From an optimization exercise on the open Yosys and OpenROAD flow, aimed at small area; shortcuts taken in it are not production practice.
Only simulation tests tie the RTL to the original design; equivalence was not proved.
Power is estimated from default activity; no workload was simulated.

## before
## gba_drawer_merge
module gba_drawer_merge
(
   input             clk100,
   input             enable,
   input             hblank,
   input      [7:0]  xpos,
   input      [7:0]  ypos,
   input             in_WND0_on,
   input             in_WND1_on,
   input             in_WNDOBJ_on,
   input      [7:0]  in_WND0_X1,
   input      [7:0]  in_WND0_X2,
   input      [7:0]  in_WND0_Y1,
   input      [7:0]  in_WND0_Y2,
   input      [7:0]  in_WND1_X1,
   input      [7:0]  in_WND1_X2,
   input      [7:0]  in_WND1_Y1,
   input      [7:0]  in_WND1_Y2,
   input      [5:0]  in_enables_wnd0,
   input      [5:0]  in_enables_wnd1,
   input      [5:0]  in_enables_wndobj,
   input      [5:0]  in_enables_wndout,
   input      [1:0]  in_special_effect_in,
   input             in_effect_1st_bg0,
   input             in_effect_1st_bg1,
   input             in_effect_1st_bg2,
   input             in_effect_1st_bg3,
   input             in_effect_1st_obj,
   input             in_effect_1st_BD,
   input             in_effect_2nd_bg0,
   input             in_effect_2nd_bg1,
   input             in_effect_2nd_bg2,
   input             in_effect_2nd_bg3,
   input             in_effect_2nd_obj,
   input             in_effect_2nd_BD,
  ...
Size: roughly 1000 cells after synthesis, roughly 140 flip-flops, about 280 I/O pins, roughly 10000 sq um of cells after synthesis.
clock: 10.0 ns
lec_check: 0
cap_margin: 0
core_margin: 2
core_utilization: 40
slew_margin: 0
synth_hierarchical: 1
synth_minimum_keep_size: 0
standard.sh (not shown) runs the stock make flow with config.mk's settings and CLKGATE_MAP_FILE= SYNTH_SCRIPT=/design/flow/synth_recipe.tcl, a recipe that flattens the netlist after the stock synthesis.
==> flow/flow/run.sh <==
#!/bin/bash
# The standard layout (standard.sh) with the smallest buffer on the ports and
# a clock tree of small buffers without dummy loads.
export BUFFER_PORTS_ARGS="-buffer_cell sky130_fd_sc_hd__buf_1"
export CTS_ARGS="-sink_clustering_enable -repair_clock_nets -dont_use_dummy_load -buf_list {sky130_fd_sc_hd__clkbuf_4 sky130_fd_sc_hd__clkbuf_8}"
bash standard.sh > standard.log 2>&1
before | stages: all done | timing, DRC, antenna: all pass
> inputs changed (before -> after)
Settings: CAP_MARGIN: 0 -> 20; SLEW_MARGIN: 0 -> 20.
Notes after the runs:
- Global routing usage on met2: before vs after, no meaningful difference
- Re layout overhead on the synthesized area: no difference whatsoever between after and before.
- Diff after..before | via total after detailed routing | unchanged
- From after to before, CTS sink count did not move at all.
- As far as count of state elements after synthesis goes, after and before are indistinguishable; the numbers are identical.
- Worst hold path stage count came out exactly the same in before and after.
- after vs. before: critical path depth shows no meaningful change, count of boundary I/O pins stayed essentially flat, total power after layout comparable.

========
== v6 ==
Another version of the RTL of gba_drawer_merge (not shown whole).
For scale: ~1200 cells after synthesis, about 280 I/O pins, about 12000 µm² of cells after synthesis.
clock: 10.0 ns
lec_check: 0
cap_margin: 20
core_margin: 2
core_utilization: 40
slew_margin: 20
Scripts as last shown in full above: flow/flow/run.sh
Modified inputs, v7 compared to v6
==> flow/run.sh (new file) <==
#!/bin/bash
# synth_recipe.tcl (not shown) runs the flow's synth.tcl, then flattens the netlist and writes it again
# the make line also repeats each setting of config.mk as NAME=value (left out here)
make -C /OpenROAD-flow-scripts/flow DESIGN_CONFIG=/design/flow/config.mk WORK_HOME=/design/flow/orfs CLKGATE_MAP_FILE= SYNTH_SCRIPT=/design/flow/synth_recipe.tcl finish
removed: flow/flow/run.sh
removed: flow/standard.sh
--- outcome ---
The standby leakage power number comes out higher for v7 vs v6. Highest net fanout along the worst path came out higher on v7 than on v6. v7 ends up with a final non-filler cell area that is about 16% higher than in v6. Comparing sequential share of cell area for v6 and v7, the bigger number came from v6. Looking at v6 and v7, the number of distinct library cells after synthesis is a wash. The lower combinational cell fraction of total power came out of v7. Diff v7..v6 | residual overflow from global routing | negligible. Relative to v6, the clock power measured on v7 has increased by more than half. Relative to v6, via count of the first global-routing pass has gone up in v7. Compared to v6, v7 has maximum clock skew at final layout 15 ps lower. Comparing v7 against v6, there is no change at all in number of cells on the critical path.

-- re-timing with driven ports --
The flow's constraints put no driver on any port. The routed layouts listed below were extracted and timed again, unchanged, in two steps. Step 1 assumes that a clkbuf_16 drives the clock port and a buf_2 every other input. Step 2 moves the port delays by t, midway between the first and last clock arrival at a register: inputs arrive t later, outputs are due t later. That takes back most of the time a late clock gives input paths. Slacks: no drivers / after step 1 / after step 2; pairs: no drivers / after step 1.
| run | t (ns) | setup WS [ns] | worst slew at a driven data input, ns |
|---|---|---|---|
| before | 0.488 | 0.599 / 0.552 / 1.040 | 0.09 |
| after | 0.488 | 0.599 / 0.552 / 1.040 | 0.09 |
| v6 | 0.477 | 0.978 / 0.934 / 1.410 | 0.08 |
| v7 | 0.467 | 0.691 / 0.640 / 1.107 | 0.09 |
After both steps setup and hold are still met in every run listed.
